What follows belongs to an exercise in optimizing a design on an open flow for small area, a short achievable clock period and few clock cycles per item; a production flow would make more cautious choices.
The RTL was checked by simulation tests, not by an equivalence proof against the original design.
Power figures rest on the tool's default switching activity, not on a simulated workload.

$ cat flow/flow/run.sh
#!/bin/bash
# The standard layout, with every port buffered by the smallest buffer
# (sky130_fd_sc_hd__buf_1) and a leaner clock tree.
set -euo pipefail
bash standard.sh BUFFER_PORTS_ARGS="-buffer_cell sky130_fd_sc_hd__buf_1" CTS_ARGS="-sink_clustering_enable -repair_clock_nets -dont_use_dummy_load -buf_list sky130_fd_sc_hd__clkbuf_8" > standard.log 2>&1
$ cat flow/standard.sh
#!/bin/bash
# synth_recipe.tcl (not shown) runs the flow's synth.tcl, then flattens the netlist and writes it again
# the make line also repeats each setting of config.mk as NAME=value (left out here)
make -C /OpenROAD-flow-scripts/flow DESIGN_CONFIG=/design/flow/config.mk WORK_HOME=/design/flow/orfs CLKGATE_MAP_FILE= SYNTH_SCRIPT=/design/flow/synth_recipe.tcl "${@:-finish}"
$ cat flow/config.mk
export PLATFORM = sky130hd
export DESIGN_NAME = multiplier_1
export DESIGN_NICKNAME = multiplier_1
export VERILOG_FILES = /design/flow/design.v
export SDC_FILE = /design/flow/constraint.sdc
export NUM_CORES = 4
export LEC_CHECK = 0
export CAP_MARGIN = 20
export CORE_MARGIN = 2
export CORE_UTILIZATION = 40
export PLACE_DENSITY = 0.6
export SETUP_SLACK_MARGIN = 1.2
export SLEW_MARGIN = 20
export SYNTH_HIERARCHICAL = 1
$ cat flow/constraint.sdc
create_clock -name core_clock -period 5.0 [get_ports {clk}]
set_input_delay 1.0000 -clock core_clock [delete_from_list [all_inputs] [get_ports {clk}]]
set_output_delay 1.0000 -clock core_clock [all_outputs]
set_load 0.01 [all_outputs]
$ cat flow/design.v
module multiplier_1(
    input clk,
    input res_n,
    input start,
    output reg done,
    input [15:0] arg1,
    input [15:0] arg2,
    output reg [31:0] product
    );
    reg busy;                      
    reg [16:0] S, C;               
    reg [7:0] LS, LC;              
    reg [7:0] L;                   
    wire [24:0] hi = ~({S, LS} + {C, LC} + 1'b1);
    wire lc = hi[8] ^ S[0] ^ C[0];    
    wire [7:1] x = busy ? arg2[15:9] : arg2[7:1];
    wire [16:0] i0 = busy ? S : ~{1'b0, arg2[0] ? arg1 : 16'd0};
    wire [16:0] i1 = busy ? C : ~{arg2[8] ? arg1[8:0] : 9'd0, 8'd0};
    wire [6:0] e = ~(busy ? 7'd0 : arg2[8] ? arg1[15:9] : 7'd0);
    wire aci = ~(busy & lc);
    wire [15:0] pp1 = ~(x[1] ? arg1 : 16'd0);
    wire [15:0] pp2 = ~(x[2] ? arg1 : 16'd0);
    wire [15:0] pp3 = ~(x[3] ? arg1 : 16'd0);
    wire [15:0] pp4 = ~(x[4] ? arg1 : 16'd0);
    wire [15:0] pp5 = ~(x[5] ? arg1 : 16'd0);
    wire [15:0] pp6 = ~(x[6] ? arg1 : 16'd0);
    wire [15:0] pp7 = ~(x[7] ? arg1 : 16'd0);
    wire s1;
    wire c2;
    wire s3;
    wire c4;
    wire s5;
    wire c6;
    wire s7;
    wire c8;
    wire s9;
    wire c10;
    wire s11;
    wire c12;
    wire s13;
    wire c14;
    wire s15;
    wire c16;
    wire s17;
    wire c18;
    wire s19;
    wire c20;
    wire s21;
    wire c22;
    wire s23;
    wire c24;
    wire s25;
    wire c26;
    wire s27;
    wire c28;
    wire s29;
    wire c30;
    wire s31;
    wire c32;
    wire s33;
    wire c34;
    wire s35;
    wire c36;
    wire s37;
    wire c38;
    wire s39;
    wire c40;
    wire s41;
    wire c42;
    wire s43;
    wire c44;
    wire s45;
    wire c46;
    wire s47;
    wire c48;
    wire s49;
    wire c50;
    wire s51;
    wire c52;
    wire s53;
    wire c54;
    wire s55;
    wire c56;
    wire s57;
    wire c58;
    wire s59;
    wire c60;
    wire s61;
    wire c62;
    wire s63;
    wire c64;
    wire s65;
    wire c66;
    wire s67;
    wire c68;
    wire s69;
    wire c70;
    wire s71;
    wire c72;
    wire s73;
    wire c74;
    wire s75;
    wire c76;
    wire s77;
    wire c78;
    wire s79;
    wire c80;
    wire s81;
    wire c82;
    wire s83;
    wire c84;
    wire s85;
    wire c86;
    wire s87;
    wire c88;
    wire s89;
    wire c90;
    wire s91;
    wire c92;
    wire s93;
    wire c94;
    wire s95;
    wire c96;
    wire s97;
    wire c98;
    wire s99;
    wire c100;
    wire s101;
    wire c102;
    wire s103;
    wire c104;
    wire s105;
    wire c106;
    wire s107;
    wire c108;
    wire s109;
    wire c110;
    wire s111;
    wire c112;
    wire s113;
    wire c114;
    wire s115;
    wire c116;
    wire s117;
    wire c118;
    wire s119;
    wire c120;
    wire s121;
    wire c122;
    wire s123;
    wire c124;
    wire s125;
    wire c126;
    wire s127;
    wire c128;
    wire s129;
    wire c130;
    wire s131;
    wire c132;
    wire s133;
    wire c134;
    wire s135;
    wire c136;
    wire s137;
    wire c138;
    wire s139;
    wire c140;
    wire s141;
    wire c142;
    wire s143;
    wire c144;
    wire s145;
    wire c146;
    wire s147;
    wire c148;
    wire s149;
    wire c150;
    wire s151;
    wire c152;
    wire s153;
    wire c154;
    wire s155;
    wire c156;
    wire s157;
    wire c158;
    wire s159;
    wire c160;
    wire s161;
    wire c162;
    wire s163;
    wire c164;
    wire s165;
    wire c166;
    wire s167;
    wire c168;
    wire s169;
    wire c170;
    wire s171;
    wire c172;
    wire s173;
    wire c174;
    wire s175;
    wire c176;
    wire s177;
    wire c178;
    wire s179;
    wire c180;
    wire s181;
    wire c182;
    wire s183;
    wire c184;
    wire s185;
    wire c186;
    wire s187;
    wire c188;
    wire s189;
    wire c190;
    wire s191;
    wire c192;
    wire s193;
    wire c194;
    wire s195;
    wire c196;
    wire s197;
    wire c198;
    wire s199;
    wire c200;
    wire s201;
    wire c202;
    wire s203;
    wire c204;
    wire s205;
    wire c206;
    wire s207;
    wire c208;
    wire s209;
    wire c210;
    wire s211;
    wire c212;
    wire s213;
    wire c214;
    wire s215;
    wire c216;
    wire s217;
    wire c218;
    wire s219;
    wire c220;
    wire s221;
    wire c222;
    wire s223;
    wire c224;
    wire s225;
    wire c226;
    mul_fa us1 (.a(i0[5]), .b(i1[5]), .c(1'b1), .s(s1), .co(c2));
    mul_fa us3 (.a(i0[6]), .b(i1[6]), .c(pp1[5]), .s(s3), .co(c4));
    mul_fa us5 (.a(pp2[4]), .b(pp3[3]), .c(1'b1), .s(s5), .co(c6));
    mul_fa us7 (.a(i0[7]), .b(i1[7]), .c(pp1[6]), .s(s7), .co(c8));
    mul_fa us9 (.a(pp2[5]), .b(pp3[4]), .c(pp4[3]), .s(s9), .co(c10));
    mul_fa us11 (.a(pp5[2]), .b(pp6[1]), .c(1'b1), .s(s11), .co(c12));
    mul_fa us13 (.a(i0[8]), .b(i1[8]), .c(pp1[7]), .s(s13), .co(c14));
    mul_fa us15 (.a(pp2[6]), .b(pp3[5]), .c(pp4[4]), .s(s15), .co(c16));
    mul_fa us17 (.a(pp5[3]), .b(pp6[2]), .c(pp7[1]), .s(s17), .co(c18));
    mul_fa us19 (.a(i0[9]), .b(i1[9]), .c(pp1[8]), .s(s19), .co(c20));
    mul_fa us21 (.a(pp2[7]), .b(pp3[6]), .c(pp4[5]), .s(s21), .co(c22));
    mul_fa us23 (.a(pp5[4]), .b(pp6[3]), .c(pp7[2]), .s(s23), .co(c24));
    mul_fa us25 (.a(i0[10]), .b(i1[10]), .c(pp1[9]), .s(s25), .co(c26));
    mul_fa us27 (.a(pp2[8]), .b(pp3[7]), .c(pp4[6]), .s(s27), .co(c28));
    mul_fa us29 (.a(pp5[5]), .b(pp6[4]), .c(pp7[3]), .s(s29), .co(c30));
    mul_fa us31 (.a(i0[11]), .b(i1[11]), .c(pp1[10]), .s(s31), .co(c32));
    mul_fa us33 (.a(pp2[9]), .b(pp3[8]), .c(pp4[7]), .s(s33), .co(c34));
    mul_fa us35 (.a(pp5[6]), .b(pp6[5]), .c(pp7[4]), .s(s35), .co(c36));
    mul_fa us37 (.a(i0[12]), .b(i1[12]), .c(pp1[11]), .s(s37), .co(c38));
    mul_fa us39 (.a(pp2[10]), .b(pp3[9]), .c(pp4[8]), .s(s39), .co(c40));
    mul_fa us41 (.a(pp5[7]), .b(pp6[6]), .c(pp7[5]), .s(s41), .co(c42));
    mul_fa us43 (.a(i0[13]), .b(i1[13]), .c(pp1[12]), .s(s43), .co(c44));
    mul_fa us45 (.a(pp2[11]), .b(pp3[10]), .c(pp4[9]), .s(s45), .co(c46));
    mul_fa us47 (.a(pp5[8]), .b(pp6[7]), .c(pp7[6]), .s(s47), .co(c48));
    mul_fa us49 (.a(i0[14]), .b(i1[14]), .c(pp1[13]), .s(s49), .co(c50));
    mul_fa us51 (.a(pp2[12]), .b(pp3[11]), .c(pp4[10]), .s(s51), .co(c52));
    mul_fa us53 (.a(pp5[9]), .b(pp6[8]), .c(pp7[7]), .s(s53), .co(c54));
    mul_fa us55 (.a(i0[15]), .b(i1[15]), .c(pp1[14]), .s(s55), .co(c56));
    mul_fa us57 (.a(pp2[13]), .b(pp3[12]), .c(pp4[11]), .s(s57), .co(c58));
    mul_fa us59 (.a(pp5[10]), .b(pp6[9]), .c(pp7[8]), .s(s59), .co(c60));
    mul_fa us61 (.a(i0[16]), .b(i1[16]), .c(pp1[15]), .s(s61), .co(c62));
    mul_fa us63 (.a(pp2[14]), .b(pp3[13]), .c(pp4[12]), .s(s63), .co(c64));
    mul_fa us65 (.a(pp5[11]), .b(pp6[10]), .c(pp7[9]), .s(s65), .co(c66));
    mul_fa us67 (.a(e[0]), .b(pp2[15]), .c(pp3[14]), .s(s67), .co(c68));
    mul_fa us69 (.a(pp4[13]), .b(pp5[12]), .c(pp6[11]), .s(s69), .co(c70));
    mul_fa us71 (.a(e[1]), .b(pp3[15]), .c(pp4[14]), .s(s71), .co(c72));
    mul_fa us73 (.a(i0[3]), .b(i1[3]), .c(1'b1), .s(s73), .co(c74));
    mul_fa us75 (.a(i0[4]), .b(i1[4]), .c(pp1[3]), .s(s75), .co(c76));
    mul_fa us77 (.a(pp2[2]), .b(pp3[1]), .c(1'b1), .s(s77), .co(c78));
    mul_fa us79 (.a(s1), .b(pp1[4]), .c(pp2[3]), .s(s79), .co(c80));
    mul_fa us81 (.a(pp3[2]), .b(pp4[1]), .c(pp5[0]), .s(s81), .co(c82));
    mul_fa us83 (.a(s3), .b(s5), .c(pp4[2]), .s(s83), .co(c84));
    mul_fa us85 (.a(pp5[1]), .b(pp6[0]), .c(c2), .s(s85), .co(c86));
    mul_fa us87 (.a(s7), .b(s9), .c(s11), .s(s87), .co(c88));
    mul_fa us89 (.a(pp7[0]), .b(c4), .c(c6), .s(s89), .co(c90));
    mul_fa us91 (.a(s13), .b(s15), .c(s17), .s(s91), .co(c92));
    mul_fa us93 (.a(c8), .b(c10), .c(c12), .s(s93), .co(c94));
    mul_fa us95 (.a(s19), .b(s21), .c(s23), .s(s95), .co(c96));
    mul_fa us97 (.a(c14), .b(c16), .c(c18), .s(s97), .co(c98));
    mul_fa us99 (.a(s25), .b(s27), .c(s29), .s(s99), .co(c100));
    mul_fa us101 (.a(c20), .b(c22), .c(c24), .s(s101), .co(c102));
    mul_fa us103 (.a(s31), .b(s33), .c(s35), .s(s103), .co(c104));
    mul_fa us105 (.a(c26), .b(c28), .c(c30), .s(s105), .co(c106));
    mul_fa us107 (.a(s37), .b(s39), .c(s41), .s(s107), .co(c108));
    mul_fa us109 (.a(c32), .b(c34), .c(c36), .s(s109), .co(c110));
    mul_fa us111 (.a(s43), .b(s45), .c(s47), .s(s111), .co(c112));
    mul_fa us113 (.a(c38), .b(c40), .c(c42), .s(s113), .co(c114));
    mul_fa us115 (.a(s49), .b(s51), .c(s53), .s(s115), .co(c116));
    mul_fa us117 (.a(c44), .b(c46), .c(c48), .s(s117), .co(c118));
    mul_fa us119 (.a(s55), .b(s57), .c(s59), .s(s119), .co(c120));
    mul_fa us121 (.a(c50), .b(c52), .c(c54), .s(s121), .co(c122));
    mul_fa us123 (.a(s61), .b(s63), .c(s65), .s(s123), .co(c124));
    mul_fa us125 (.a(c56), .b(c58), .c(c60), .s(s125), .co(c126));
    mul_fa us127 (.a(s67), .b(s69), .c(pp7[10]), .s(s127), .co(c128));
    mul_fa us129 (.a(c62), .b(c64), .c(c66), .s(s129), .co(c130));
    mul_fa us131 (.a(s71), .b(pp5[13]), .c(pp6[12]), .s(s131), .co(c132));
    mul_fa us133 (.a(pp7[11]), .b(c68), .c(c70), .s(s133), .co(c134));
    mul_fa us135 (.a(e[2]), .b(pp4[15]), .c(pp5[14]), .s(s135), .co(c136));
    mul_fa us137 (.a(pp6[13]), .b(pp7[12]), .c(c72), .s(s137), .co(c138));
    mul_fa us139 (.a(e[3]), .b(pp5[15]), .c(pp6[14]), .s(s139), .co(c140));
    mul_fa us141 (.a(i0[2]), .b(i1[2]), .c(1'b1), .s(s141), .co(c142));
    mul_fa us143 (.a(s73), .b(pp1[2]), .c(pp2[1]), .s(s143), .co(c144));
    mul_fa us145 (.a(s75), .b(s77), .c(pp4[0]), .s(s145), .co(c146));
    mul_fa us147 (.a(s79), .b(s81), .c(c76), .s(s147), .co(c148));
    mul_fa us149 (.a(s83), .b(s85), .c(c80), .s(s149), .co(c150));
    mul_fa us151 (.a(s87), .b(s89), .c(c84), .s(s151), .co(c152));
    mul_fa us153 (.a(s91), .b(s93), .c(c88), .s(s153), .co(c154));
    mul_fa us155 (.a(s95), .b(s97), .c(c92), .s(s155), .co(c156));
    mul_fa us157 (.a(s99), .b(s101), .c(c96), .s(s157), .co(c158));
    mul_fa us159 (.a(s103), .b(s105), .c(c100), .s(s159), .co(c160));
    mul_fa us161 (.a(s107), .b(s109), .c(c104), .s(s161), .co(c162));
    mul_fa us163 (.a(s111), .b(s113), .c(c108), .s(s163), .co(c164));
    mul_fa us165 (.a(s115), .b(s117), .c(c112), .s(s165), .co(c166));
    mul_fa us167 (.a(s119), .b(s121), .c(c116), .s(s167), .co(c168));
    mul_fa us169 (.a(s123), .b(s125), .c(c120), .s(s169), .co(c170));
    mul_fa us171 (.a(s127), .b(s129), .c(c124), .s(s171), .co(c172));
    mul_fa us173 (.a(s131), .b(s133), .c(c128), .s(s173), .co(c174));
    mul_fa us175 (.a(s135), .b(s137), .c(c132), .s(s175), .co(c176));
    mul_fa us177 (.a(s139), .b(pp7[13]), .c(c136), .s(s177), .co(c178));
    mul_fa us179 (.a(e[4]), .b(pp6[15]), .c(pp7[14]), .s(s179), .co(c180));
    mul_fa us181 (.a(i0[0]), .b(i1[0]), .c(1'b1), .s(s181), .co(c182));
    mul_fa us183 (.a(i0[1]), .b(i1[1]), .c(pp1[0]), .s(s183), .co(c184));
    mul_fa us185 (.a(s141), .b(pp1[1]), .c(pp2[0]), .s(s185), .co(c186));
    mul_fa us187 (.a(s143), .b(pp3[0]), .c(c142), .s(s187), .co(c188));
    mul_fa us189 (.a(s145), .b(c74), .c(c144), .s(s189), .co(c190));
    mul_fa us191 (.a(s147), .b(c78), .c(c146), .s(s191), .co(c192));
    mul_fa us193 (.a(s149), .b(c82), .c(c148), .s(s193), .co(c194));
    mul_fa us195 (.a(s151), .b(c86), .c(c150), .s(s195), .co(c196));
    mul_fa us197 (.a(s153), .b(c90), .c(c152), .s(s197), .co(c198));
    mul_fa us199 (.a(s155), .b(c94), .c(c154), .s(s199), .co(c200));
    mul_fa us201 (.a(s157), .b(c98), .c(c156), .s(s201), .co(c202));
    mul_fa us203 (.a(s159), .b(c102), .c(c158), .s(s203), .co(c204));
    mul_fa us205 (.a(s161), .b(c106), .c(c160), .s(s205), .co(c206));
    mul_fa us207 (.a(s163), .b(c110), .c(c162), .s(s207), .co(c208));
    mul_fa us209 (.a(s165), .b(c114), .c(c164), .s(s209), .co(c210));
    mul_fa us211 (.a(s167), .b(c118), .c(c166), .s(s211), .co(c212));
    mul_fa us213 (.a(s169), .b(c122), .c(c168), .s(s213), .co(c214));
    mul_fa us215 (.a(s171), .b(c126), .c(c170), .s(s215), .co(c216));
    mul_fa us217 (.a(s173), .b(c130), .c(c172), .s(s217), .co(c218));
    mul_fa us219 (.a(s175), .b(c134), .c(c174), .s(s219), .co(c220));
    mul_fa us221 (.a(s177), .b(c138), .c(c176), .s(s221), .co(c222));
    mul_fa us223 (.a(s179), .b(c140), .c(c178), .s(s223), .co(c224));
    mul_fa us225 (.a(e[5]), .b(pp7[15]), .c(c180), .s(s225), .co(c226));
    wire [24:0] ra = {1'b1, e[6], s225, s223, s221, s219, s217, s215, s213, s211, s209, s207, s205, s203, s201, s199, s197, s195, s193, s191, s189, s187, s185, s183, s181};
    wire [24:0] rb = {1'b1, c226, c224, c222, c220, c218, c216, c214, c212, c210, c208, c206, c204, c202, c200, c198, c196, c194, c192, c190, c188, c186, c184, c182, aci};
    always @(*) product = {hi[23:0], L};
    always @(posedge clk) begin
        if (!res_n) begin
            done <= 1'b0;
            busy <= 1'b0;
        end else if (!done) begin
            if (busy) begin
                busy <= 1'b0;
                done <= 1'b1;
            end else if (start)
                busy <= 1'b1;
        end
        if (!done) begin
            S <= ra[24:8];
            C <= rb[24:8];
            LS <= ra[7:0];
            LC <= rb[7:0];
            L <= hi[7:0];
        end
    end
endmodule
module mul_fa(input a, input b, input c, output s, output co);
    assign {co, s} = a + b + c;
endmodule
==> summary.md, run 1 <==
| Metric | Value |
|---|---|
| Commonest non-fill, non-tap cell in the layout | `nand2_1` |
| IO Port Bufs | `67` |
| Vias in the first global route | `4887` |
| Register area | `1720 um2` |
| Multi-input logic area | `4600 um2` |
| Vias | `4540` |
| Main synth FF type | `edfxtp_1` |
| CP arrival | `3810 ps` |
| Deepest clock path buffer count | `2` |
| Max Cap Viol | `0` |
| First-pass GRT wire length | `25900 um` |
| Num CTS Buffers | `9` |
| Async SR Flop Fraction | `0` |
| Crit-path max FO | `8` |
| Drt drc | `0` |
| Synth Area in Adders | `0.398` |
| RD Place Congestion | `0.822` |
| Worst Setup Start Kind | `input pin` |
| CTS H-tree depth | `3` |
| Synth Area in Compound Gates | `0.0952` |
| Sink Count | `58` |
| Sum Neg Setup Slack | `0 ps` |
| Pre-CTS setup slack | `677 ps` |
| Die height | `131 um` |
| RSZ-0062 raised after global routing | `false` |
| Final Hold Violating Endpoints | `0` |
| Post-CTS Hold Fix Bufs | `0` |
| LEAKAGE | `2.45 nW` |
| DRC marker count from the first detailed-route iteration | `338` |
| Max_slew headroom | `0.498` |
| Flop-to-flop setup slack | `1390 ps` |
| Pins Over Slew Limit | `0` |
| Tmin final | `3730 ps` |
| Synth Instances | `583` |
| Syn Area/Cell | `11.1 um2` |
| Starting Density | `0.408` |
| Most frequent cells in the layout | `143 x nand2_1, 113 x fa_1, 61 x buf_1` |
| Post-synthesis sequential area ratio | `0.267` |
| Total track usage | `0.200` |
| Mux cell area share after synthesis | `0.0279` |
| Worst setup margin | `1270 ps` |
| Nets | `815` |
| ANT cells | `0` |
| Area growth syn-to-layout | `10.7%` |
| CTS tree | `built` |
| Final setup viols | `0` |
| Reg clk slew, reported paths | `70 ps` |
| I/O pin cnt | `68` |
| Dpl hpwl | `12600 um` |
| Non-filler cells, final | `857` |
| Part of the cycle the worst path needs | `0.746` |
| Achievable Freq | `268 MHz` |
| EDFF count, synth | `56` |
| Post-synth top area share | `0.354` |
| Initial antenna violation count | `0` |
| Crit end category | `register` |
| Top post-synthesis cells by area | `fa_1 35%, edfxtp_1 26%, nand2_1 8.3%` |
| VDD IR max | `0.332 mV` |
| Status | `timing/DRC/antenna clean` |
| Largest area contributor in the netlist | `fa_1` |
| DIE AREA | `17200 um2` |
| Cell row count | `46` |
| WS Path Type | `input pin to register` |
| Synth Area in XOR/XNOR | `0.0334` |
| Core Box Area | `15800 um2` |
| Worst Skew | `28.3 ps` |
| Root buf cell | `clkbuf_8` |
| Largest family of logic cells by synthesized area | `adder cells` |
| Cell Area, Synth | `6450 um2` |
| Die width | `131 um` |
| Yosys warning count | `7` |
| Worst-Margin Slew | `753 ps` |
| Synth Area in Simple Gates | `0.145` |
| ANT nets after route | `0` |
| Total grt overflow | `0` |
| Cells after DPL | `846` |
| Yosys cell types | `52` |
| Filler cell count | `1516` |
| Avg WL per Cell | `18.9 um` |
| Req. time, crit path | `5070 ps` |
| WL final | `16200 um` |
| Vias per cell | `5.30` |
| Synth Register Bits | `58` |
| Pin count of the biggest net entering global routing | `57` |
| Hold Crit Class | `register to register` |
| TritonRoute pass-1 iters | `5` |
| Layout cells sized above 1 | `0.108` |
| Clk latency of the worst-skew pair | `350 ps` |
| Pwr Density | `643 nW/um2` |
-- flip-flops by register name, indices dropped and copies added (netlist names) --
signal,cells
C,16
L,8
LC,8
LS,8
S,16
busy,1
done,1
-- routing by layer --
metal | GRT usage | share of wire | vias to the layer above
met5 | 0 | 0 | -
met4 | 0.0651 | 0.021 | 0
met3 | 0.0309 | 0.042 | 28
met2 | 0.334 | 0.49 | 126
met1 | 0.270 | 0.44 | 2339
li1 | - | - | 2047
-- Yosys stat by module, one instance, submodules excluded --
| module | copies in the design | cells | area (um2) | flip-flops and latches |
|---|---|---|---|---|
| multiplier_1 | 1 | 470 | 4190 | 58 |
| mul_fa | 113 | 1 | 20.0 | 0 |
-- power by group --
part	internal (mW)	switching, mW
clock network	0.159	0.171
logic	1.37	1.89
registers	0.881	0.123
total	2.41	2.18
-- cells by family after synthesis --
family                     after synthesis
muxes                                   16
other                                    1
and+or+nand+nor                        213
buffers and inverters                   51
adders and majority gates              137
DFF                                     58
xor gates and xnor gates                23
AOI/OAI and AO/OA                       84
-- metrics by stage --
step	hold WS [ps]	total power, mW	utilization	area, um2
after floorplan	521	3.32	-	6500
after global placement	509	4.10	0.438	6930
after detailed placement	538	4.19	0.438	6930
after CTS	550	4.58	0.449	7100
after global routing	596	5.05	0.451	7140
final	543	4.59	0.451	7140
-- worst paths after layout --
path / startpoint / endpoint / cells after the start
max reg2reg: busy$_SDFFE_PN0N_ / S[1]$_DFFE_PN_ / 7
max: arg1[1] / S[1]$_DFFE_PN_ / 8
min reg2reg: done$_SDFF_PN0_ / busy$_SDFFE_PN0N_ / 2
min: done$_SDFF_PN0_ / busy$_SDFFE_PN0N_ / 2
-- cell usage after synthesis (2+ instances only) --
library cell	instances
buf_1	14
a211oi_1	2
a21oi_2	2
nand2b_1	11
o21ai_1	3
mux2_2	16
o2111ai_1	2
a21oi_1	30
a211o_1	2
dfxtp_1	2
o211ai_1	2
clkbuf_1	22
inv_1	10
a31oi_1	3
nor2b_1	27
nand2_1	143
and2_1	2
nor3_1	2
o31ai_1	2
o21bai_1	5
o21ai_0	5
fa_1	114
edfxtp_1	56
ha_1	23
and4_1	2
o21a_1	3
xor2_1	8
buf_6	2
a21o_1	8
xnor2_1	14
buf_2	3
nand3_1	5
nor2_1	15
a21boi_0	2
o31a_1	2
nand4_1	3
-- timing repair --
action | 4_1_cts | 5_1_grt
hold endpoints to repair | 0 | 0
resized for setup | 8 | 13
setup endpoints to repair | 21 | 28
cloned | 0 | 0
pin swaps | 1 | 3
buffers inserted | 1 | 1
-- critical path, stage by stage --
cell and delay, ps:
buf_1 70, buf_4 160, nor2b_1 180, a21oi_1 350
fa_1 520, fa_1 520, fa_1 520, fa_1 490
-- area by class of cell --
type,count,share of cell area
flip-flops and latches,58,0.241
clock buffers,9,0.0174
multi-input cells,481,0.645
well taps,216,0.0379
inverters,10,0.00526
repair buffers,83,0.0536
Testbench counts, summed over its fixed seeds: cycles 568, items 192.
==> inputs of run 2 (changes only) <==
--- a/flow/config.mk
+++ b/flow/config.mk
@@ -11,3 +11,3 @@
 export PLACE_DENSITY = 0.6
-export SETUP_SLACK_MARGIN = 1.2
+export SETUP_SLACK_MARGIN = 1.5
 export SLEW_MARGIN = 20
==> run 2 against run 1 <==
Net effect: still clean on timing, DRC and antenna; flip-flop and latch count is the same; wire length grew 9.0%; clock skew decreased by 4.9 ps; count of clock-buffer cells in the layout unchanged; cell count is 5.0% higher; combinational power is about 20% higher; worst hold slack worse by 23 ps; global-route usage is 0.42 points higher; sequential power increased by 4%; clock power is 2% higher; utilization is 5.2 points higher; area after synthesis is the same; critical endpoint is now product[30]; largest cell class unchanged; highest routed layer unchanged.
==> summary.md, run 2 <==
| Metric | Value |
|---|---|
| Pre-CTS setup slack | `688 ps (was 677 ps)` |
| CP arrival | `2560 ps (was 3810 ps)` |
| Post-synthesis sequential area ratio | `0.267 (unchanged)` |
| ANT cells | `0 (unchanged)` |
| Cell Area, Synth | `6450 um2 (unchanged)` |
| Area growth syn-to-layout | `23.4% (was 10.7%)` |
| Reg power frac | `0.197 (was 0.219)` |
| RR Endpoint | `S[2]$_DFFE_PN_ (was S[1]$_DFFE_PN_)` |
| Synth Register Bits | `58 (unchanged)` |
| RD Place Congestion | `0.829 (was 0.822)` |
| Layout cells sized above 1 | `0.298 (was 0.108)` |
| Worst Setup Start Kind | `register (was input pin)` |
| Part of the cycle the worst path needs | `0.713 (was 0.746)` |
| Worst r2r src | `busy$_SDFFE_PN0N_ (unchanged)` |
| Largest area contributor in the netlist | `fa_1 (unchanged)` |
| Initial antenna violation count | `0 (unchanged)` |
| Worst-case reg-to-reg path depth | `6 (was 7)` |
| Reg clk slew, reported paths | `70 ps (about the same)` |
| Post-CTS Hold Fix Bufs | `0 (unchanged)` |
| WS Path Type | `register to primary output (was input pin to register)` |
| Crit-path max FO | `7 (was 8)` |
| Most frequent cells in the layout | `129 x nand2_1, 98 x fa_1, 56 x edfxtp_1 (was 143 x nand2_1, 113 x fa_1, 61 x buf_1)` |
| Main synth FF type | `edfxtp_1 (unchanged)` |
| IO Port Bufs | `67 (unchanged)` |
| Die width | `131 um (unchanged)` |
| Top-count cell post-synth | `nand2_1 (unchanged)` |
| Register area | `1730 um2 (was 1720 um2)` |
| DRC marker count from the first detailed-route iteration | `437 (was 338)` |
| CP endpoint | `product[30] (was S[1]$_DFFE_PN_)` |
| Final Hold Violating Endpoints | `0 (unchanged)` |
| Pins Over Slew Limit | `0 (unchanged)` |
| Vias in the first global route | `4776 (was 4887)` |
| Commonest non-fill, non-tap cell in the layout | `nand2_1 (unchanged)` |
| Clk pwr share | `0.064 (was 0.072)` |
| Num CTS Buffers | `9 (unchanged)` |
| Sum Neg Setup Slack | `0 ps (unchanged)` |
| Die height | `131 um (unchanged)` |
| Status | `timing/DRC/antenna clean (unchanged)` |
| Yosys cell types | `52 (unchanged)` |
| Dpl hpwl | `12500 um (was 12600 um)` |
| Worst stage delay on the critical path | `450 ps (was 520 ps)` |
| Commonest cells in the netlist | `143 x nand2_1, 114 x fa_1, 56 x edfxtp_1, 30 x a21oi_1, 27 x nor2b_1 (unchanged)` |
| Root buf cell | `clkbuf_8 (unchanged)` |
| Gate power share | `0.739 (was 0.709)` |
| Async SR Flop Fraction | `0 (unchanged)` |
| EDFF count, synth | `56 (unchanged)` |
| Cell row count | `46 (unchanged)` |
| Nets | `858 (was 815)` |
| Tmin final | `3560 ps (was 3730 ps)` |
| Max Cap Viol | `0 (unchanged)` |
| Crit end category | `primary output (was register)` |
| Post-synth top area share | `0.354 (unchanged)` |
| Clk latency of the worst-skew pair | `350 ps (about the same)` |
| Total power | `5.26 mW (was 4.59 mW)` |
| DIE AREA | `17200 um2 (unchanged)` |
| CTS tree | `built (unchanged)` |
| Synth Instances | `583 (unchanged)` |
| Top Registers | `C: 16 flops, S: 16 flops (unchanged)` |
| Hold Crit Class | `register to register (unchanged)` |
| Worst-Margin Slew | `773 ps (was 753 ps)` |
| P_int | `2.88 mW (was 2.41 mW)` |
| TritonRoute pass-1 iters | `5 (unchanged)` |
| Pin count of the biggest net entering global routing | `57 (unchanged)` |
| Vias | `4756 (was 4540)` |
| I/O pin cnt | `68 (unchanged)` |
| Deepest clock path buffer count | `2 (unchanged)` |
| Req. time, crit path | `4000 ps (was 5070 ps)` |
| Pwr Density | `661 nW/um2 (was 643 nW/um2)` |
| Critical path origin | `S[0]$_DFFE_PN_ (was arg1[1])` |
| Worst setup margin | `1440 ps (was 1270 ps)` |
| Critical path's slowest cell | `edfxtp_1 (was fa_1)` |
| Avg WL per Cell | `19.7 um (was 18.9 um)` |
| Core Box Area | `15800 um2 (unchanged)` |
| RSZ-0062 raised after global routing | `true (was false)` |
| First-pass GRT wire length | `26200 um (was 25900 um)` |
| LEAKAGE | `2.82 nW (was 2.45 nW)` |
| Sink Count | `58 (unchanged)` |
| WL final | `17700 um (was 16200 um)` |
| VDD IR max | `0.321 mV (was 0.332 mV)` |
| Crit-path cells | `ha_4 > a21oi_2 > o211ai_1 > o2111ai_2 > a31oi_2 > buf_4 > a221oi_2 > xor2_1 > buf_2 (was buf_1 > buf_4 > nor2b_1 > a21oi_1 > fa_1 > fa_1 > fa_1 > fa_1)` |
| Total track usage | `0.205 (was 0.200)` |
| CTS H-tree depth | `3 (unchanged)` |
| Worst Skew | `23.5 ps (was 28.3 ps)` |
| Top post-synthesis cells by area | `fa_1 35%, edfxtp_1 26%, nand2_1 8.3% (unchanged)` |
| Drt drc | `0 (unchanged)` |
| Multi-input logic area | `5050 um2 (was 4600 um2)` |
| Achievable Freq | `281 MHz (was 268 MHz)` |
| Switching share of power | `0.452 (was 0.475)` |
| Syn Area/Cell | `11.1 um2 (unchanged)` |
| Flop-to-flop setup slack | `1620 ps (was 1390 ps)` |
| Vias per cell | `5.28 (was 5.30)` |
| ANT nets after route | `0 (unchanged)` |
| Net Sw Power | `2.38 mW (was 2.18 mW)` |
| Final setup viols | `0 (unchanged)` |
| Yosys warning count | `7 (unchanged)` |
| Filler cell count | `1392 (was 1516)` |
| Starting Density | `0.408 (unchanged)` |
| Max_slew headroom | `0.485 (was 0.498)` |
| Total grt overflow | `0 (unchanged)` |
## run 2: cell counts after synthesis
Identical to the previous run, type by type.
## run 2: how the worst min path moves through the flow
stage	cells past startpoint	end	slack (ps)	startpoint
floorplan	2	busy$_SDFFE_PN0N_	520	done$_SDFF_PN0_
global placement	2	busy$_SDFFE_PN0N_	490	done$_SDFF_PN0_
detailed placement	2	busy$_SDFFE_PN0N_	510	done$_SDFF_PN0_
CTS	2	busy$_SDFFE_PN0N_	520	done$_SDFF_PN0_
global route	2	busy$_SDFFE_PN0N_	560	done$_SDFF_PN0_
finish	2	busy$_SDFFE_PN0N_	520	done$_SDFF_PN0_
## run 2: Yosys stat by module, one instance, submodules excluded
module	flip-flops and latches	area, um2
multiplier_1	58	4190
mul_fa	0	20.0
## run 2: power by group through the flow
stage               sequential [mW]  combinational, mW  clock [mW]
global placement               1.02               3.10           0
detailed placement             1.02               3.18           0
finish                         1.04               3.89       0.336
global route                   1.06               4.28       0.362
CTS                            1.02               3.40       0.338
floorplan                     0.970               2.36           0
## run 2: logic make-up (layout without fill, tap and decap cells)
family / count (synthesis) / in the layout / synth area share
fa+ha+maj: 137 / 137 / 0.398
other cells: 1 / 8 / 0.000581
compound gates: 84 / 84 / 0.0952
mux: 16 / 19 / 0.0279
xor+xnor: 23 / 23 / 0.0334
buf+inv: 51 / 142 / 0.0326
flops: 58 / 58 / 0.267
simple gates: 213 / 213 / 0.145
## run 2: repair_timing
item                       CTS  global route
pin swaps                   10            21
setup endpoints to repair   44            32
buffers inserted            10            33
gates resized for setup     56            65
gates cloned                 0             3
## run 2: critical path, delay by kind of cell, from the launching register on
family                   cells  cell delay (ps)
adder cells (fa/ha/maj)      1              310
buffers and inverters        2              320
AO/OA/AOI/OAI                5              960
XOR/XNOR                     1              170
flip-flops                   1              450
## run 2: final cells by class
cell class                 count  area share
clock buffer                   9      0.0156
inverter                      10     0.00472
multi-input combinational    484       0.635
sequential                    58       0.217
tap                          216      0.0340
timing repair buffer         123      0.0940
## run 2: layer usage
layer  track usage  up-vias  part of all wire
met2         0.354      145              0.52
met4        0.0438        0             0.011
met5             0        -                 0
met1         0.269     2456              0.42
met3        0.0403       15             0.049
li1              -     2140                 -
## run 2: stage by stage
stage               instances  hold WS [ps]  area [um2]  utilization
floorplan                 590           521        6690            -
global placement          845           495        7020        0.444
detailed placement        845           514        7020        0.444
CTS                       864           521        7430        0.469
global route              900           558        7960        0.503
finish                    900           519        7960        0.503
==> inputs of run 3 (changes only) <==
--- a/flow/config.mk
+++ b/flow/config.mk
@@ -11,3 +11,3 @@
 export PLACE_DENSITY = 0.6
-export SETUP_SLACK_MARGIN = 1.5
+export SETUP_SLACK_MARGIN = 1.3
 export SLEW_MARGIN = 20
==> run 3 against run 2 <==
Net effect: total power down 11%; clock power about the same; die area unchanged; cell count fell by 4.9%; count of clock-buffer cells in the layout stayed put; combinational power fell by 14%; still clean on timing, DRC and antenna; worst hold slack lost 9.6 ps; non-clock buffer count fell by 41; highest routed layer unchanged; sequential power barely moved; setup slack got worse by 89 ps.
==> summary.md, run 3 <==
| Metric | Value |
|---|---|
| Synth Area in Adders | `0.398 (unchanged)` |
| Main synth FF type | `edfxtp_1 (unchanged)` |
| Root buf cell | `clkbuf_8 (unchanged)` |
| Most frequent cells in the layout | `143 x nand2_1, 113 x fa_1, 57 x buf_1 (was 129 x nand2_1, 98 x fa_1, 56 x edfxtp_1)` |
| Largest area contributor in the netlist | `fa_1 (unchanged)` |
| Cell row count | `46 (unchanged)` |
| Post-synthesis sequential area ratio | `0.267 (unchanged)` |
| Core Box Area | `15800 um2 (unchanged)` |
| WP buf/inv | `1 (was 2)` |
| Worst Skew | `17.5 ps (was 23.5 ps)` |
| Layout cells sized above 1 | `0.127 (was 0.298)` |
| Avg WL per Cell | `19.6 um (was 19.7 um)` |
| Drt drc | `0 (unchanged)` |
| Max Cap Viol | `0 (unchanged)` |
| Worst stage delay on the critical path | `570 ps (was 450 ps)` |
| CP most frequent cell | `fa_1` |
| Post-CTS Hold Fix Bufs | `0 (unchanged)` |
| CTS H-tree depth | `3 (unchanged)` |
| Worst setup margin | `1350 ps (was 1440 ps)` |
| Post-synth top area share | `0.354 (unchanged)` |
| Dpl hpwl | `12800 um (was 12500 um)` |
| Vias | `4600 (was 4756)` |
| Top post-synthesis cells by area | `fa_1 35%, edfxtp_1 26%, nand2_1 8.3% (unchanged)` |
| Commonest non-fill, non-tap cell in the layout | `nand2_1 (unchanged)` |
| Cell Area, Synth | `6450 um2 (unchanged)` |
| Top Registers | `C: 16 flops, S: 16 flops (unchanged)` |
| WL final | `16800 um (was 17700 um)` |
| Clk latency of the worst-skew pair | `340 ps (was 350 ps)` |
| Max_slew headroom | `0.497 (was 0.485)` |
| Nets | `814 (was 858)` |
| Final setup viols | `0 (unchanged)` |
| Final core utilization | `0.455 (was 0.503)` |
| Commonest cells in the netlist | `143 x nand2_1, 114 x fa_1, 56 x edfxtp_1, 30 x a21oi_1, 27 x nor2b_1 (unchanged)` |
| Yosys warning count | `7 (unchanged)` |
| Top-count cell post-synth | `nand2_1 (unchanged)` |
| Synth Instances | `583 (unchanged)` |
| Yosys cell types | `52 (unchanged)` |
| Req. time, crit path | `5050 ps (was 4000 ps)` |
| Reg clk slew, reported paths | `70 ps (about the same)` |
| Hold Slack | `510 ps (was 519 ps)` |
| Pins Over Slew Limit | `0 (unchanged)` |
| DIE AREA | `17200 um2 (unchanged)` |
| Area growth syn-to-layout | `11.7% (was 23.4%)` |
| Sum Neg Setup Slack | `0 ps (unchanged)` |
| Gate power share | `0.714 (was 0.739)` |
| Status | `timing/DRC/antenna clean (unchanged)` |
| Largest family of logic cells by synthesized area | `adder cells (unchanged)` |
| Crit-path cells | `buf_1 > mux2_2 > nand2_1 > fa_1 > fa_1 > fa_1 > fa_1 (was ha_4 > a21oi_2 > o211ai_1 > o2111ai_2 > a31oi_2 > buf_4 > a221oi_2 > xor2_1 > buf_2)` |
| Crit-path max FO | `16 (was 7)` |
| RD Place Congestion | `0.857 (was 0.829)` |
| Pin count of the biggest net entering global routing | `57 (unchanged)` |
| Filler cell count | `1486 (was 1392)` |
| Vias per cell | `5.37 (was 5.28)` |
| WS Path Type | `input pin to register (was register to primary output)` |
| Switching share of power | `0.476 (was 0.452)` |
| Total grt overflow | `0 (unchanged)` |
| TritonRoute pass-1 iters | `5 (unchanged)` |
| Synth Area in Compound Gates | `0.0952 (unchanged)` |
| Synth Register Bits | `58 (unchanged)` |
| Pwr Density | `651 nW/um2 (was 661 nW/um2)` |
| Synth Area in Simple Gates | `0.145 (unchanged)` |
| P_int | `2.46 mW (was 2.88 mW)` |
| ANT cells | `0 (unchanged)` |
| Clk pwr share | `0.072 (was 0.064)` |
| Hold Crit Class | `register to register (unchanged)` |
| CP arrival | `3700 ps (was 2560 ps)` |
| Synth Area in XOR/XNOR | `0.0334 (unchanged)` |
| Worst-Margin Slew | `755 ps (was 773 ps)` |
| CTS tree | `built (unchanged)` |
| Deepest clock path buffer count | `2 (unchanged)` |
| Die height | `131 um (unchanged)` |
| Num CTS Buffers | `9 (unchanged)` |
| DRC marker count from the first detailed-route iteration | `360 (was 437)` |
| Sink Count | `58 (unchanged)` |
| Net Sw Power | `2.23 mW (was 2.38 mW)` |
| Total track usage | `0.199 (was 0.205)` |
| Async SR Flop Fraction | `0 (unchanged)` |
| LEAKAGE | `2.48 nW (was 2.82 nW)` |
| Worst Setup Start Kind | `input pin (was register)` |
| Crit end category | `register (was primary output)` |
| ANT nets after route | `0 (unchanged)` |
| Vias in the first global route | `4843 (was 4776)` |
| Reg power frac | `0.214 (was 0.197)` |
| I/O pin cnt | `68 (unchanged)` |
| Part of the cycle the worst path needs | `0.731 (was 0.713)` |
| Syn Area/Cell | `11.1 um2 (unchanged)` |
| Pre-CTS setup slack | `701 ps (was 688 ps)` |
| Achievable Freq | `274 MHz (was 281 MHz)` |
| Starting Density | `0.408 (unchanged)` |
| EDFF count, synth | `56 (unchanged)` |
| Die width | `131 um (unchanged)` |
| VDD IR max | `0.292 mV (was 0.321 mV)` |
| First-pass GRT wire length | `25700 um (was 26200 um)` |
| Tmin final | `3650 ps (was 3560 ps)` |
| Multi-input logic area | `4660 um2 (was 5050 um2)` |
| Final Hold Violating Endpoints | `0 (unchanged)` |
| Mux cell area share after synthesis | `0.0279 (unchanged)` |
| Critical path's slowest cell | `fa_1 (was edfxtp_1)` |
| Cell family with most CP delay | `adder cells (was compound AO/OA/AOI/OAI gates)` |
| RSZ-0062 raised after global routing | `true (unchanged)` |
| IO Port Bufs | `67 (unchanged)` |
| Initial antenna violation count | `0 (unchanged)` |
| Register area | `1730 um2 (unchanged)` |
==> run 3: cell count changes in the layout (fill, tap and decap cells not counted), sizes merged <==
cell,delta
buf,-37
clkbuf,-4
mux2,-3
==> run 3: tightest hold or removal path, delay by kind of cell, from the launching register on <==
kind               cells  cell delay (ps)
and+or+nand+nor        1               70
DFF                    1              340
AOI/OAI and AO/OA      1               70
==> run 3: repair_timing <==
action | in CTS | in global routing
setup endpoints to repair | 36 | 35
gates resized for setup | 16 | 23
pin swaps | 1 | 5
buffers inserted | 1 | 4
==> run 3: worst paths after layout <==
kind              slack (ps)                 to  cells after the start               from
setup / recovery        1350     S[6]$_DFFE_PN_                      7           arg2[15]
hold / removal           510  busy$_SDFFE_PN0N_                      2    done$_SDFF_PN0_
setup reg to reg        1360     S[6]$_DFFE_PN_                      6  busy$_SDFFE_PN0N_
hold reg to reg          510  busy$_SDFFE_PN0N_                      2    done$_SDFF_PN0_
==> run 3: metal layers <==
metal | wire, um | vias up | track usage
met4 | 190 | 0 | 0.0638
met5 | 0 | - | 0
li1 | - | 2043 | -
met3 | 951 | 17 | 0.0273
met1 | 7260 | 2367 | 0.271
met2 | 8380 | 173 | 0.331
==> run 3: layout make-up <==
class                      count  area share
clock buffer                   9      0.0172
inverter                      10     0.00521
multi-input combinational    481       0.647
sequential                    58       0.239
tap                          216      0.0375
timing repair buffer          82      0.0538
==> run 3: per-stage QoR <==
step	cell area (um2)	power (mW)	instances
2_1_floorplan	6550	3.32	590
3_3_place_gp	6900	4.11	842
3_5_place_dp	6900	4.22	842
4_1_cts	7080	4.61	852
5_1_grt	7210	5.13	856
6_report	7210	4.69	856
==> run 3: cells by family after synthesis <==
kind of cell             after synthesis
multiplexers                          16
buffers and inverters                 51
other                                  1
flip-flops                            58
adder cells (fa/ha/maj)              137
AND/OR/NAND/NOR                      213
XOR/XNOR                              23
AO/OA/AOI/OAI                         84
==> run 3: power groups by stage <==
stage / Clock, mW / Sequential, mW / Combinational [mW]
3_3_place_gp: 0 / 1.01 / 3.09
6_report: 0.336 / 1.01 / 3.35
5_1_grt: 0.363 / 1.03 / 3.73
2_1_floorplan: 0 / 0.970 / 2.35
3_5_place_dp: 0 / 1.02 / 3.20
4_1_cts: 0.343 / 1.01 / 3.26
==> run 3: Yosys stat by module, one instance, submodules excluded <==
module / area, um2 / times used / flip-flops and latches
multiplier_1: 4190 / 1 / 58
mul_fa: 20.0 / 113 / 0
==> inputs of run 4 (changes only) <==
--- a/flow/config.mk
+++ b/flow/config.mk
@@ -9,4 +9,4 @@
 export CORE_MARGIN = 2
-export CORE_UTILIZATION = 40
-export PLACE_DENSITY = 0.6
+export CORE_UTILIZATION = 55
+export PLACE_DENSITY = 0.75
 export SETUP_SLACK_MARGIN = 1.3
==> run 4 against run 3 <==
Net effect: first-iteration DRC count rose by 6.4%; sequential power barely moved; setup slack improved by 14 ps; fmax rose by 0.37%; critical endpoint is now S[7]$_DFFE_PN_; highest routed layer unchanged.
==> summary.md, run 4 <==
| Metric | Value |
|---|---|
| Worst-Margin Slew | `607 ps (was 755 ps)` |
| LEAKAGE | `2.45 nW (was 2.48 nW)` |
| Vias per cell | `5.96 (was 5.37)` |
| Root buf cell | `clkbuf_8 (unchanged)` |
| Num CTS Buffers | `9 (unchanged)` |
| I/O pin cnt | `68 (unchanged)` |
| Status | `timing/DRC/antenna clean (unchanged)` |
| RD Place Congestion | `0.888 (was 0.857)` |
| DP Area | `6810 um2 (was 6900 um2)` |
| Clk latency of the worst-skew pair | `340 ps (about the same)` |
| Part of the cycle the worst path needs | `0.728 (was 0.731)` |
| Avg WL per Cell | `20.3 um (was 19.6 um)` |
| CP arrival | `3720 ps (was 3700 ps)` |
| Total grt overflow | `0 (unchanged)` |
| WL final | `15800 um (was 16800 um)` |
| Post-synthesis sequential area ratio | `0.267 (unchanged)` |
| Starting Density | `0.565 (was 0.408)` |
| Reg clk slew, reported paths | `60 ps (was 70 ps)` |
| WS Path Type | `input pin to register (unchanged)` |
| Synth Instances | `583 (unchanged)` |
| CTS H-tree depth | `3 (unchanged)` |
| DIE AREA | `12600 um2 (was 17200 um2)` |
| Cell family with most CP delay | `adder cells (unchanged)` |
| Pins Over Slew Limit | `0 (unchanged)` |
| Hold Crit Class | `register to register (unchanged)` |
| Crit end category | `register (unchanged)` |
| Sum Neg Setup Slack | `0 ps (unchanged)` |
| Yosys warning count | `7 (unchanged)` |
| Register area | `1730 um2 (unchanged)` |
| Top Registers | `C: 16 flops, S: 16 flops (unchanged)` |
| Pre-CTS setup slack | `714 ps (was 701 ps)` |
| Worst setup margin | `1360 ps (was 1350 ps)` |
| ANT nets after route | `0 (unchanged)` |
| Max Cap Viol | `0 (unchanged)` |
| IO Port Bufs | `67 (unchanged)` |
| First-pass GRT wire length | `25400 um (was 25700 um)` |
| ANT cells | `0 (unchanged)` |
| Cell Area, Synth | `6450 um2 (unchanged)` |
| Nets | `811 (was 814)` |
| Worst stage delay on the critical path | `640 ps (was 570 ps)` |
| RSZ-0062 raised after global routing | `true (unchanged)` |
| Deepest clock path buffer count | `2 (unchanged)` |
| Tmin final | `3640 ps (was 3650 ps)` |
| EDFF count, synth | `56 (unchanged)` |
| CP most frequent cell | `fa_1 (unchanged)` |
| Crit-path max FO | `16 (unchanged)` |
| Finished Cell Area | `7130 um2 (was 7210 um2)` |
| Filler cell count | `918 (was 1486)` |
| VDD IR max | `0.574 mV (was 0.292 mV)` |
| Final core utilization | `0.625 (was 0.455)` |
| Drt drc | `0 (unchanged)` |
| Top post-synthesis cells by area | `fa_1 35%, edfxtp_1 26%, nand2_1 8.3% (unchanged)` |
| Die height | `112 um (was 131 um)` |
| Worst Setup Start Kind | `input pin (unchanged)` |
| Post-synth top area share | `0.354 (unchanged)` |
| Most frequent cells in the layout | `143 x nand2_1, 113 x fa_1, 56 x edfxtp_1 (was 143 x nand2_1, 113 x fa_1, 57 x buf_1)` |
| Top-count cell post-synth | `nand2_1 (unchanged)` |
| CTS tree | `built (unchanged)` |
| WP buf/inv | `1 (unchanged)` |
| Crit-path cells | `buf_1 > mux2_2 > nand2_1 > fa_1 > fa_1 > fa_1 > fa_1 (unchanged)` |
| Layout cells sized above 1 | `0.138 (was 0.127)` |
| Largest area contributor in the netlist | `fa_1 (unchanged)` |
| Vias | `4647 (was 4600)` |
| Core Box Area | `11400 um2 (was 15800 um2)` |
| Post-CTS Hold Fix Bufs | `0 (unchanged)` |
| Cell row count | `39 (was 46)` |
| Hold Slack | `520 ps (was 510 ps)` |
| Commonest cells in the netlist | `143 x nand2_1, 114 x fa_1, 56 x edfxtp_1, 30 x a21oi_1, 27 x nor2b_1 (unchanged)` |
| Area growth syn-to-layout | `10.6% (was 11.7%)` |
| Yosys cell types | `52 (unchanged)` |
| TritonRoute pass-1 iters | `5 (unchanged)` |
| Req. time, crit path | `5080 ps (was 5050 ps)` |
| Sink Count | `58 (unchanged)` |
| Pwr Density | `661 nW/um2 (was 651 nW/um2)` |
| Pin count of the biggest net entering global routing | `36 (was 57)` |
| Vias in the first global route | `4946 (was 4843)` |
| DRC marker count from the first detailed-route iteration | `383 (was 360)` |
| Critical path's slowest cell | `fa_1 (unchanged)` |
| Syn Area/Cell | `11.1 um2 (unchanged)` |
| Dpl hpwl | `12300 um (was 12800 um)` |
| Total track usage | `0.260 (was 0.199)` |
| Main synth FF type | `edfxtp_1 (unchanged)` |
| Synth Register Bits | `58 (unchanged)` |
| Final setup viols | `0 (unchanged)` |
| Final Hold Violating Endpoints | `0 (unchanged)` |
| Die width | `112 um (was 131 um)` |
| Multi-input logic area | `4690 um2 (was 4660 um2)` |
| Achievable Freq | `275 MHz (was 274 MHz)` |
| Max_slew headroom | `0.595 (was 0.497)` |
| Async SR Flop Fraction | `0 (unchanged)` |
| Worst Skew | `12.5 ps (was 17.5 ps)` |
| Initial antenna violation count | `0 (unchanged)` |
| Commonest non-fill, non-tap cell in the layout | `nand2_1 (unchanged)` |
## run 4: cell counts after synthesis
Identical to the previous run, type by type.
## run 4: area by class of cell
class                      count  share of cell area
multi-input combinational    481               0.658
sequential                    58               0.242
timing repair buffer          79              0.0526
tap                          143              0.0251
clock buffer                   9              0.0174
inverter                      10             0.00526
## run 4: logic make-up (layout without fill, tap and decap cells)
group           count (synthesis)  in the layout  synth area share
compound gates                 84             84            0.0952
xor+xnor                       23             23            0.0334
fa+ha+maj                     137            137             0.398
buf+inv                        51             98            0.0326
flops                          58             58             0.267
mux                            16             16            0.0279
other cells                     1              8          0.000581
simple gates                  213            213             0.145
## run 4: repair_timing
action / in CTS / in global routing
pin swaps: 3 / 8
setup buffers: 1 / 3
endpoints found under the setup margin: 35 / 40
resized for setup: 11 / 41
endpoints found under the hold margin: 0 / 0
## run 4: path summary, 6_finish.rpt
check	start	end	slack, ps	depth (start not counted)
max	arg2[9]	S[7]$_DFFE_PN_	1360	7
min	done$_SDFF_PN0_	busy$_SDFFE_PN0N_	520	2
max reg2reg	busy$_SDFFE_PN0N_	S[1]$_DFFE_PN_	1520	7
min reg2reg	done$_SDFF_PN0_	busy$_SDFFE_PN0N_	520	2
## run 4: tightest hold or removal path: stages, from the launching register on
cell      delay (ps)
dfxtp_1          340
nand2_1           70
a21boi_0          70
## run 4: Yosys stat by module (local to each module, per instance)
module        flops+latches  cells inside  copies in the design  cell area, um2
multiplier_1             58           470                     1            4190
mul_fa                    0             1                   113            20.0
## run 4: power breakdown
| group | leakage [nW] | switching, mW | internal, mW |
|---|---|---|---|
| Sequential | 0.560 | 0.134 | 0.882 |
| Combinational | 1.83 | 1.93 | 1.44 |
| Clock | 0.0647 | 0.167 | 0.160 |
## run 4: metrics by stage
stage,total power [mW],cells
3_3_place_gp,4.02,766
4_1_cts,4.55,777
5_1_grt,5.10,780
3_5_place_dp,4.15,767
6_report,4.71,780
2_1_floorplan,3.32,590
## run 4: per-layer routing
metal,part of all wire,global-route usage,wire length (um),vias to the layer above
met3,0.068,0.0464,1080,25
met4,0.015,0.0805,243,0
met5,0,0,0,-
met1,0.40,0.341,6280,2360
met2,0.52,0.447,8220,219
li1,-,-,-,2043
==> inputs of run 5 (changes only) <==
--- a/flow/config.mk
+++ b/flow/config.mk
@@ -9,4 +9,4 @@
 export CORE_MARGIN = 2
-export CORE_UTILIZATION = 55
-export PLACE_DENSITY = 0.75
+export CORE_UTILIZATION = 70
+export PLACE_DENSITY = 0.85
 export SETUP_SLACK_MARGIN = 1.3
==> run 5 against run 4 <==
Net effect: total power rose by 0.47%; count of clock-buffer cells in the layout did not move; critical path depth did not move; fmax fell by 0.57%; combinational power barely moved; global-route usage rose by 7.8 points; critical endpoint is now S[5]$_DFFE_PN_; worst hold slack improved by 22 ps; cell count fell by 4.1%; first-iteration DRC count rose by 15%.
==> summary.md, run 5 <==
| Metric | Value |
|---|---|
| Status | `timing/DRC/antenna clean (unchanged)` |
| RD Place Congestion | `0.896 (was 0.888)` |
| Reg clk slew, reported paths | `70 ps (was 60 ps)` |
| Max_slew headroom | `0.370 (was 0.595)` |
| DRC marker count from the first detailed-route iteration | `441 (was 383)` |
| Synth Instances | `583 (unchanged)` |
| Critical path's slowest cell | `fa_1 (unchanged)` |
| Final Hold Violating Endpoints | `0 (unchanged)` |
| Root buf cell | `clkbuf_8 (unchanged)` |
| EDFF count, synth | `56 (unchanged)` |
| LEAKAGE | `2.47 nW (was 2.45 nW)` |
| Async SR Flop Fraction | `0 (unchanged)` |
| Achievable Freq | `273 MHz (was 275 MHz)` |
| Crit end category | `register (unchanged)` |
| Final setup viols | `0 (unchanged)` |
| CTS H-tree depth | `3 (unchanged)` |
| Crit-path cells | `buf_2 > nor2b_1 > a21oi_1 > fa_1 > fa_1 > fa_1 > fa_1 (was buf_1 > mux2_2 > nand2_1 > fa_1 > fa_1 > fa_1 > fa_1)` |
| Top-count cell post-synth | `nand2_1 (unchanged)` |
| Die height | `100 um (was 112 um)` |
| Area growth syn-to-layout | `9.31% (was 10.6%)` |
| First-pass GRT wire length | `25400 um (about the same)` |
| WS Path Type | `input pin to register (unchanged)` |
| Total grt overflow | `0 (unchanged)` |
| Drt drc | `0 (unchanged)` |
| Hold Crit Class | `register to register (unchanged)` |
| Min-delay src | `done$_SDFF_PN0_ (unchanged)` |
| Worst Setup Start Kind | `input pin (unchanged)` |
| TritonRoute pass-1 iters | `5 (unchanged)` |
| Worst-case reg-to-reg path depth | `7 (unchanged)` |
| Clk latency of the worst-skew pair | `340 ps (about the same)` |
| Worst-Margin Slew | `944 ps (was 607 ps)` |
| Nets | `811 (unchanged)` |
| Pin count of the biggest net entering global routing | `57 (was 36)` |
| Cell family with most CP delay | `adder cells (unchanged)` |
| Initial antenna violation count | `0 (unchanged)` |
| ANT nets after route | `0 (unchanged)` |
| Synth Register Bits | `58 (unchanged)` |
| DIE AREA | `10000 um2 (was 12600 um2)` |
| Deepest clock path buffer count | `2 (unchanged)` |
| Part of the cycle the worst path needs | `0.732 (was 0.728)` |
| Layout cells sized above 1 | `0.118 (was 0.138)` |
| Core Box Area | `9110 um2 (was 11400 um2)` |
| WP buf/inv | `1 (unchanged)` |
| Max Cap Viol | `0 (unchanged)` |
| Num CTS Buffers | `9 (unchanged)` |
| Sum Neg Setup Slack | `0 ps (unchanged)` |
| IO Port Bufs | `67 (unchanged)` |
| CP most frequent cell | `fa_1 (unchanged)` |
| Pins Over Slew Limit | `0 (unchanged)` |
| Pwr Density | `671 nW/um2 (was 661 nW/um2)` |
| Vias | `4840 (was 4647)` |
| Worst r2r src | `busy$_SDFFE_PN0N_ (unchanged)` |
| Worst stage delay on the critical path | `600 ps (was 640 ps)` |
| Yosys cell types | `52 (unchanged)` |
| Worst Skew | `19.0 ps (was 12.5 ps)` |
| Main synth FF type | `edfxtp_1 (unchanged)` |
| I/O pin cnt | `68 (unchanged)` |
| Total track usage | `0.338 (was 0.260)` |
| Post-synthesis sequential area ratio | `0.267 (unchanged)` |
| Cell Area, Synth | `6450 um2 (unchanged)` |
| Filler cell count | `592 (was 918)` |
| Hold endpoint | `busy$_SDFFE_PN0N_ (unchanged)` |
| WL final | `16100 um (was 15800 um)` |
| Total power | `4.73 mW (was 4.71 mW)` |
| Die width | `100 um (was 112 um)` |
| Post-synth top area share | `0.354 (unchanged)` |
| Avg WL per Cell | `21.5 um (was 20.3 um)` |
| Sink Count | `58 (unchanged)` |
| Commonest cells in the netlist | `143 x nand2_1, 114 x fa_1, 56 x edfxtp_1, 30 x a21oi_1, 27 x nor2b_1 (unchanged)` |
| Commonest non-fill, non-tap cell in the layout | `nand2_1 (unchanged)` |
| Tmin final | `3660 ps (was 3640 ps)` |
| ANT cells | `0 (unchanged)` |
| Non-filler cells, final | `748 (was 780)` |
| CP arrival | `3720 ps (about the same)` |
| Vias in the first global route | `4965 (was 4946)` |
| Post-CTS Hold Fix Bufs | `0 (unchanged)` |
| Dpl hpwl | `12200 um (was 12300 um)` |
| Yosys warning count | `7 (unchanged)` |
| Top post-synthesis cells by area | `fa_1 35%, edfxtp_1 26%, nand2_1 8.3% (unchanged)` |
| Starting Density | `0.708 (was 0.565)` |
| Syn Area/Cell | `11.1 um2 (unchanged)` |
| Flop-to-flop setup slack | `1390 ps (was 1520 ps)` |
| Most frequent cells in the layout | `143 x nand2_1, 113 x fa_1, 56 x edfxtp_1 (unchanged)` |
| Hold Crit Depth | `2 (unchanged)` |
| Req. time, crit path | `5060 ps (was 5080 ps)` |
| CTS tree | `built (unchanged)` |
| Cell row count | `35 (was 39)` |
| Largest area contributor in the netlist | `fa_1 (unchanged)` |
| Crit-path max FO | `8 (was 16)` |
| VDD IR max | `0.349 mV (was 0.574 mV)` |
| RR Endpoint | `S[5]$_DFFE_PN_ (was S[1]$_DFFE_PN_)` |
| RSZ-0062 raised after global routing | `true (unchanged)` |
| Vias per cell | `6.47 (was 5.96)` |
| Top Registers | `C: 16 flops, S: 16 flops (unchanged)` |
| Cells after DPL | `735 (was 767)` |
[run 5: cell counts after synthesis]
No cell type changed its count.
[run 5: power breakdown]
group          total [mW]  internal (mW)  switching [mW]
Clock               0.329          0.160           0.169
Sequential           1.02          0.882           0.134
Combinational        3.39           1.42            1.97
Total                4.73           2.46            2.27
[run 5: worst max-delay path by stage]
stage	from	endpoint	slack (ps)	cells after the start
4_1_cts	arg2[8]	S[8]$_DFFE_PN_	1280	7
5_1_grt	arg1[5]	S[5]$_DFFE_PN_	1250	7
2_1_floorplan	arg2[14]	S[7]$_DFFE_PN_	1290	7
3_5_place_dp	arg2[8]	S[8]$_DFFE_PN_	670	7
6_report	arg1[5]	S[5]$_DFFE_PN_	1340	7
3_3_place_gp	arg2[8]	S[8]$_DFFE_PN_	770	7
[run 5: cell families (layout without fill, tap and decap cells)]
logic type / Yosys count / count (layout) / share of synthesized area
and+or+nand+nor: 213 / 213 / 0.145
adders and majority gates: 137 / 137 / 0.398
AOI/OAI and AO/OA: 84 / 84 / 0.0952
DFF: 58 / 58 / 0.267
buffers and inverters: 51 / 98 / 0.0326
xor gates and xnor gates: 23 / 23 / 0.0334
muxes: 16 / 16 / 0.0279
other: 1 / 8 / 0.000581
[run 5: final cells by class]
cell class                 count  area, um2  share of cell area
timing repair buffer          79        369              0.0523
sequential                    58       1720               0.244
inverter                      10       38.8             0.00550
tap                          111        139              0.0197
multi-input combinational    481       4660               0.661
clock buffer                   9        124              0.0176
[run 5: per-stage QoR]
step | hold WS (ps) | utilization | area, um2 | setup WS, ps
3_5_place_dp | 522 | 0.742 | 6760 | 674
5_1_grt | 577 | 0.774 | 7050 | 1250
4_1_cts | 532 | 0.763 | 6950 | 1280
3_3_place_gp | 502 | 0.742 | 6760 | 770
2_1_floorplan | 521 | - | 6550 | 1290
6_report | 542 | 0.774 | 7050 | 1340
[run 5: layer usage]
layer / share of wire / global-route usage / routed length (um) / up-vias
li1: - / - / - / 2036
met1: 0.36 / 0.453 / 5750 / 2355
met2: 0.49 / 0.558 / 7960 / 381
met3: 0.11 / 0.0682 / 1720 / 68
met4: 0.042 / 0.125 / 675 / 0
met5: 0 / 0 / 0 / -
[run 5: Yosys stat by module (local to each module, per instance)]
module / cells inside / flops+latches
mul_fa: 1 / 0
multiplier_1: 470 / 58
[run 5: worst register-to-register path, stage by stage, from the launching register on]
cell and delay, ps:
dfxtp_1 370, buf_12 260, mux2_2 540, nand2_1 170, fa_1 460, fa_1 570
fa_1 460, fa_1 490
[run 5: what timing repair did]
action	CTS	global route
resized for setup	14	27
endpoints found under the setup margin	31	31
hold endpoints to repair	0	0
pin swaps	2	8
setup buffers	1	3
cloned	0	0
==> inputs of run 6 (changes only) <==
--- a/flow/config.mk
+++ b/flow/config.mk
@@ -9,5 +9,6 @@
 export CORE_MARGIN = 2
-export CORE_UTILIZATION = 70
-export PLACE_DENSITY = 0.85
-export SETUP_SLACK_MARGIN = 1.3
+export CORE_UTILIZATION = 55
+export GPL_TIMING_DRIVEN = 0
+export PLACE_DENSITY = 0.75
+export SETUP_SLACK_MARGIN = 1.2
 export SLEW_MARGIN = 20
==> run 6 against run 5 <==
Net effect: still clean on timing, DRC and antenna; synthesized cell count unchanged; setup slack got worse by 56 ps; flip-flop and latch count unchanged; cell count increased by 6.1%; fmax decreased by 1.5%; critical path depth increased by 1; wire length decreased by 0.94%; non-clock buffer count increased by 14; clock skew increased by 2.5 ps; worst hold slack got worse by 20 ps; largest power group unchanged.
==> summary.md, run 6 <==
| Metric | Value |
|---|---|
| Drt drc | `0 (unchanged)` |
| Finished Cell Area | `7150 um2 (was 7050 um2)` |
| Max Cap Viol | `0 (unchanged)` |
| Vias | `4659 (was 4840)` |
| Pwr Density | `658 nW/um2 (was 671 nW/um2)` |
| RSZ-0062 raised after global routing | `true (unchanged)` |
| RR Endpoint | `S[5]$_DFFE_PN_ (unchanged)` |
| WL final | `16000 um (was 16100 um)` |
| Global routing usage on met3 | `0.0529 (was 0.0682)` |
| Crit end category | `register (unchanged)` |
| Nets | `825 (was 811)` |
| Hold Crit Class | `register to register (unchanged)` |
| Top-count cell post-synth | `nand2_1 (unchanged)` |
| Cell row count | `39 (was 35)` |
| Syn Area/Cell | `11.1 um2 (unchanged)` |
| Most frequent cells in the layout | `143 x nand2_1, 114 x fa_1, 56 x edfxtp_1 (was 143 x nand2_1, 113 x fa_1, 56 x edfxtp_1)` |
| CTS tree | `built (unchanged)` |
| CP arrival | `3790 ps (was 3720 ps)` |
| DRC marker count from the first detailed-route iteration | `364 (was 441)` |
| Post-synth top area share | `0.354 (unchanged)` |
| RD Place Congestion | `0.907 (was 0.896)` |
| Worst Skew | `21.5 ps (was 19.0 ps)` |
| WP buf/inv | `2 (was 1)` |
| Cell Area, Synth | `6450 um2 (unchanged)` |
| Reg power frac | `0.213 (was 0.215)` |
| Clk pwr share | `0.070 (was 0.069)` |
| CTS H-tree depth | `3 (unchanged)` |
| Yosys warning count | `7 (unchanged)` |
| Pin count of the biggest net entering global routing | `32 (was 57)` |
| I/O pin cnt | `68 (unchanged)` |
| Sum Neg Setup Slack | `0 ps (unchanged)` |
| TritonRoute pass-1 iters | `5 (unchanged)` |
| Switching share of power | `0.476 (was 0.479)` |
| Status | `timing/DRC/antenna clean (unchanged)` |
| Achievable Freq | `269 MHz (was 273 MHz)` |
| GR Layer Usage met1 | `0.359 (was 0.453)` |
| Yosys cell types | `52 (unchanged)` |
| Worst-case reg-to-reg path depth | `8 (was 7)` |
| Total track usage | `0.267 (was 0.338)` |
| Total grt overflow | `0 (unchanged)` |
| Tmin final | `3720 ps (was 3660 ps)` |
| Stages on worst setup path | `8 (was 7)` |
| Worst-Margin Slew | `569 ps (was 944 ps)` |
| DIE AREA | `12600 um2 (was 10000 um2)` |
| Final core utilization | `0.626 (was 0.774)` |
| DP Area | `6890 um2 (was 6760 um2)` |
| Reg clk slew, reported paths | `60 ps (was 70 ps)` |
| Die width | `112 um (was 100 um)` |
| Final Hold Violating Endpoints | `0 (unchanged)` |
==> run 6: cell type report <==
type,instances,area (um2)
timing repair buffer,52,220
multi-input combinational,481,4620
buffer,41,244
clock buffer,9,124
inverter,10,37.5
fill,939,4270
tap,143,179
sequential,58,1720
==> run 6: worst min-delay path by stage <==
| stage | start | endpoint | slack [ps] | cells past startpoint |
|---|---|---|---|---|
| after global placement | done$_SDFF_PN0_ | busy$_SDFFE_PN0N_ | 500 | 2 |
| after CTS | done$_SDFF_PN0_ | busy$_SDFFE_PN0N_ | 530 | 2 |
| after detailed placement | done$_SDFF_PN0_ | busy$_SDFFE_PN0N_ | 530 | 2 |
| after global routing | done$_SDFF_PN0_ | busy$_SDFFE_PN0N_ | 560 | 2 |
| final | done$_SDFF_PN0_ | busy$_SDFFE_PN0N_ | 520 | 2 |
| after floorplan | done$_SDFF_PN0_ | busy$_SDFFE_PN0N_ | 520 | 2 |
==> run 6: cell families (layout without fill, tap and decap cells) <==
group                      Yosys count  in the layout  share of synthesized area
and+or+nand+nor                    213            213                      0.145
adders and majority gates          137            137                      0.398
AOI/OAI and AO/OA                   84             84                     0.0952
DFF                                 58             58                      0.267
buffers and inverters               51            112                     0.0326
xor gates and xnor gates            23             23                     0.0334
muxes                               16             16                     0.0279
other                                1              8                   0.000581
==> run 6: through the flow <==
step	instances	power, mW
2_1_floorplan	590	3.32
3_3_place_gp	782	4.13
3_5_place_dp	783	4.24
4_1_cts	794	4.62
5_1_grt	794	5.09
6_report	794	4.70
==> run 6: timing repair <==
action,in CTS,in global routing
buffers inserted,2,0
hold buffers,0,0
pin swaps,1,2
gates cloned,0,0
gates resized for setup,10,43
endpoints found under the setup margin,31,30
==> run 6: power groups by stage <==
stage | Combinational, mW | Sequential, mW | Clock (mW)
after floorplan | 2.35 | 0.970 | 0
after global placement | 3.12 | 1.01 | 0
after detailed placement | 3.23 | 1.01 | 0
after CTS | 3.28 | 1.00 | 0.332
after global routing | 3.72 | 1.02 | 0.352
final | 3.37 | 1.00 | 0.331
==> run 6: worst reg2reg max path, delay by kind of cell, from the launching register on <==
kind                       cells  cell delay, ps
DFF                            1             330
muxes                          1             380
buffers and inverters          3             590
adders and majority gates      4            2120
==> run 6: per-layer routing <==
layer / share of wire / vias to the layer above / routed length [um]
li1: - / 2074 / -
met1: 0.41 / 2349 / 6620
met2: 0.50 / 218 / 7920
met3: 0.069 / 18 / 1090
met4: 0.020 / 0 / 326
met5: 0 / - / 0
==> run 6: per-module statistics from Yosys (local to each module, per instance) <==
module        flip-flops and latches  cells
multiplier_1                      58    470
mul_fa                             0      1

Setup slack of run 6, layout unchanged: 1.284 ns with ideal ports, 1.283 ns with driving cells assumed (clock clkbuf_16, inputs buf_2), 0.919 ns with port delays also shifted by the 0.373 ns mid clock arrival.
